From an optimization exercise on the open Yosys and OpenROAD flow, aimed at small area; shortcuts taken in it are not production practice. Where RTL was checked, it was by simulation tests only, not by an equivalence proof against the original. Power and IR drop assume default switching activity.

==> flow/design.v <==
`timescale 1ns / 1ps
module PUF_FSM (
    input  wire         clock,
    input  wire         reset,
    input  wire         start,
    input  wire         puf_request,
    input  wire         wdone,       
    input  wire         puf_out,     
    input  wire [11:0]  dm1,         
    output wire         done,
    output wire [255:0] crp,
    output wire [11:0]  oc,
    output reg  [3:0]   sel1,
    output reg  [3:0]   sel2,
    output reg  [3:0]   rng1,
    output reg  [3:0]   rng2
);
    reg  [1:0] st;
    reg        idx8;
    wire s0 = (st == 2'd0);
    wire s1 = (st == 2'd1);
    wire s2 = (st == 2'd2);
    wire s3 = (st == 2'd3);
    wire run = st[0];
    assign done = s2;
    reg [5:0] cnt;      
    reg [5:0] ones;     
    reg [11:0] pd;      
    reg [11:0] d0;      
    reg [10:0] md;      
    wire eq = (sel1 == sel2);
    wire last = s1 ? (cnt[5] & cnt[4] & cnt[1]) : (cnt[2] & cnt[0]);
    wire pe = run & wdone & (last | eq);           
    always @(posedge clock, posedge reset) begin
        if (reset) begin
            st   <= 2'd0;
            idx8 <= 1'b0;
            sel1 <= 4'd0;
            sel2 <= 4'd0;
        end else begin
            case (st)
                2'd0: if (start) st <= 2'd1;
                2'd1: if (idx8) st <= 2'd2;
                2'd2: if (puf_request) st <= 2'd3;
                2'd3: if (idx8) st <= 2'd2;
            endcase
            if (s0 | idx8) begin
                idx8 <= 1'b0;
                sel1 <= 4'd0;
                sel2 <= 4'd0;
            end else if (pe) begin
                {idx8, sel1, sel2} <= {1'b0, sel1, sel2} + 9'd1;
            end
        end
    end
    always @(posedge clock) begin
        if (!run | pe) begin
            cnt  <= 6'd0;
            ones <= 6'd0;
        end else if (wdone) begin
            cnt  <= cnt + 6'd1;
            ones <= ones + {5'd0, puf_out};
        end
    end
    wire [11:0] cd = pd - d0;
    assign oc = cd;
    always @(posedge clock, posedge reset) begin
        if (reset) begin
            pd <= 12'd0;
            d0 <= 12'd0;
        end else if (s0 | (s1 & pe)) begin
            pd <= 12'd0;
            d0 <= 12'd0;
        end else if (s1 & wdone) begin
            pd <= dm1;
            if (cnt == 6'd0)
                d0 <= dm1;
        end
    end
    wire close = puf_out ? (dm1[11:1] == 11'd0) : ((&dm1[11:2]) & (dm1[1] ^ dm1[0]));
    wire [10:0] cabs = cd[10:0] ^ {11{cd[11]}};
    wire setrng = s1 & pe & ~eq & close & (cabs >= md);
    always @(posedge clock) begin
        if (s0)
            md <= 11'd0;
        else if (setrng)
            md <= cabs;
    end
    always @(posedge clock, posedge reset) begin
        if (reset) begin
            rng1 <= 4'd0;
            rng2 <= 4'd1;
        end else if (setrng) begin
            rng1 <= sel2;
            rng2 <= sel1;
        end
    end
    wire good = (ones > 6'd45) | (ones < 6'd5);
    wire resp = (ones >= 6'd3);
    wire [15:0] row, col;
    genvar i, j;
    generate
        for (i = 0; i < 16; i = i + 1) begin : g_dec
            assign row[i] = (sel1 == i);
            assign col[i] = (sel2 == i);
        end
    endgenerate
    wire wg = s1 & pe & good;
    wire wr = s3 & pe & resp;
    wire clrcrp = s2 & puf_request;
    wire [255:0] pg, cr;
    generate
        for (i = 0; i < 16; i = i + 1) begin : g_row
            for (j = 0; j < 16; j = j + 1) begin : g_col
                if (i == j) begin : g_diag
                    assign pg[16*i+j] = 1'b0;
                    assign cr[16*i+j] = 1'b0;
                end else begin : g_bit
                    reg g, c;
                    always @(posedge clock) begin
                        if (s0)
                            g <= 1'b0;
                        else if (wg & row[i] & col[j])
                            g <= 1'b1;
                    end
                    always @(posedge clock) begin
                        if (clrcrp)
                            c <= 1'b0;
                        else if (wr & row[i] & col[j] & g)
                            c <= 1'b1;
                    end
                    assign pg[16*i+j] = g;
                    assign cr[16*i+j] = c;
                end
            end
        end
    endgenerate
    assign crp = cr;
endmodule
`timescale 1ns / 1ps
`default_nettype none
module ro_puf_ctrl (
    input  wire         clock,
    input  wire         reset,
    input  wire         enable,
    input  wire         puf_request,
    input  wire [3:0]   select1,
    input  wire [3:0]   select2,
    input  wire [191:0] counter_outs,
    output wire         puf_out,
    output wire         done,
    output wire [255:0] crp,
    output wire [11:0]  oc,
    output wire [3:0]   sel1,
    output wire [3:0]   sel2,
    output wire [3:0]   rng1,
    output wire [3:0]   rng2,
    output wire         ro_enable,
    output wire         ro_reset,
    output wire         cnt_enable,
    output wire         cnt_reset
);
    reg [5:0] cc;
    always @(posedge clock, posedge reset)
        if (reset) cc <= 6'd0;
        else if (enable) cc <= cc + 6'd1;
    wire wdone = &cc;
    wire [3:0] s1 = sel1 | (select1 & {4{done}});
    wire [3:0] s2 = sel2 | (select2 & {4{done}});
    reg [11:0] a, b;
    integer k;
    always @(*) begin
        a = 12'd0;
        b = 12'd0;
        for (k = 0; k < 16; k = k + 1) begin
            a = a | (counter_outs[12*k +: 12] & {12{s1 == k}});
            b = b | (counter_outs[12*k +: 12] & {12{s2 == k}});
        end
    end
    wire [12:0] sum = {1'b0, a} + {1'b0, ~b};    
    assign puf_out = a > b;
    PUF_FSM fsm (
        .clock(clock), .reset(reset), .start(enable), .puf_request(puf_request),
        .wdone(wdone), .puf_out(puf_out), .dm1(sum[11:0]),
        .done(done), .crp(crp), .oc(oc), .sel1(sel1), .sel2(sel2),
        .rng1(rng1), .rng2(rng2));
    assign cnt_enable = ~wdone;
    assign cnt_reset  = (cc == 6'd2) | reset;
    assign ro_enable  = (enable & (cc > 6'd2)) | done;
    assign ro_reset   = reset | ((cc <= 6'd2) & ~done);
endmodule
`default_nettype wire
Settings: LEC_CHECK=0, CAP_MARGIN=20, CORE_MARGIN=2, CORE_UTILIZATION=60, SLEW_MARGIN=20; clock period 12.0 ns.
standard.sh (not shown) runs the stock make flow with config.mk's settings and CLKGATE_MAP_FILE= SYNTH_SCRIPT=/design/flow/synth_recipe.tcl, a recipe that flattens the netlist after the stock synthesis.
==> flow/flow/run.sh <==
#!/bin/bash
# Standard layout (the standard.sh), with two changes:
#  - port buffers are buf_1 cells;
#  - the clock tree uses small clock buffers and no dummy loads.
set -o pipefail
export BUFFER_PORTS_ARGS="-buffer_cell sky130_fd_sc_hd__buf_1"
export CTS_ARGS="-sink_clustering_enable -repair_clock_nets -dont_use_dummy_load -buf_list sky130_fd_sc_hd__clkbuf_4 -sink_clustering_size 8 -sink_clustering_max_diameter 30"
bash standard.sh > standard.log 2>&1
The starting point completed without violations.
Rerun with:
--- a/flow/design.v
+++ b/flow/design.v
@@ -60,27 +60,24 @@
         end else if (wdone) begin
             cnt  <= cnt + 6'd1;
             ones <= ones + {5'd0, puf_out};
         end
     end
     wire [11:0] cd = pd - d0;
-    assign oc = cd;
-    always @(posedge clock, posedge reset) begin
-        if (reset) begin
-            pd <= 12'd0;
-            d0 <= 12'd0;
-        end else if (s0 | (s1 & pe)) begin
+    assign oc = s0 ? 12'd0 : cd;
+    always @(posedge clock) begin
+        if (s0 | (s1 & pe)) begin
             pd <= 12'd0;
             d0 <= 12'd0;
         end else if (s1 & wdone) begin
             pd <= dm1;
             if (cnt == 6'd0)
                 d0 <= dm1;
         end
     end
-    wire close = puf_out ? (dm1[11:1] == 11'd0) : ((&dm1[11:2]) & (dm1[1] ^ dm1[0]));
+    wire close = (dm1[11:1] == 11'd0) | ((&dm1[11:2]) & (dm1[1] ^ dm1[0]));
     wire [10:0] cabs = cd[10:0] ^ {11{cd[11]}};
     wire setrng = s1 & pe & ~eq & close & (cabs >= md);
     always @(posedge clock) begin
         if (s0)
             md <= 11'd0;
         else if (setrng)
@@ -175,13 +172,13 @@
         for (k = 0; k < 16; k = k + 1) begin
             a = a | (counter_outs[12*k +: 12] & {12{s1 == k}});
             b = b | (counter_outs[12*k +: 12] & {12{s2 == k}});
         end
     end
     wire [12:0] sum = {1'b0, a} + {1'b0, ~b};    
-    assign puf_out = a > b;
+    assign puf_out = sum[12];
     PUF_FSM fsm (
         .clock(clock), .reset(reset), .start(enable), .puf_request(puf_request),
         .wdone(wdone), .puf_out(puf_out), .dm1(sum[11:0]),
         .done(done), .crp(crp), .oc(oc), .sel1(sel1), .sel2(sel2),
         .rng1(rng1), .rng2(rng2));
     assign cnt_enable = ~wdone;
The new run ran to the end with no violations.
Synthesized area goes up by about 0.9%.
Global-route usage goes up by 0.46 points.
Sequential cell count stays the same.
Cell area goes up by 0.86%.
Combinational power goes up by 44%.
Worst setup slack loses 170 ps.
Hold slack loses 19 ps.
Die area goes up by about 0.9%.
For the second run of this note, only the layout was checked, not whether the RTL still works.

-- port drivers added, routing unchanged --
In the flow no input, the clock included, has a driving cell. The finished layouts below were timed again as built, in two steps. Step 1 (the two cells are an assumption about what drives the block):
set clk [get_ports {clock}]
set_driving_cell -lib_cell sky130_fd_sc_hd__clkbuf_16 $clk
set_driving_cell -lib_cell sky130_fd_sc_hd__buf_2 [delete_from_list [all_inputs] $clk]
Step 2 also shifts input and output timing later by t, the mid clock arrival at the registers, as if the neighbouring blocks saw the same clock. Slacks: ideal / step 1 / step 2; pairs: ideal / step 1.
| run | shift t [ns] | setup slack, ns | slew at the worst register clock pin (ns) | worst slew at a driven data input, ns |
|---|---|---|---|---|
| the first run | 0.820 | 3.657 / 3.637 / 3.637 | 0.09 / 0.09 | 0.11 |
| the second run | 0.857 | 3.488 / 3.464 / 3.464 | 0.09 / 0.09 | 0.12 |
After both steps every run listed still meets setup and hold. The setup slack of the second run, which loses most, moves by -0.024 ns with the drivers and by -0.024 ns with both steps.
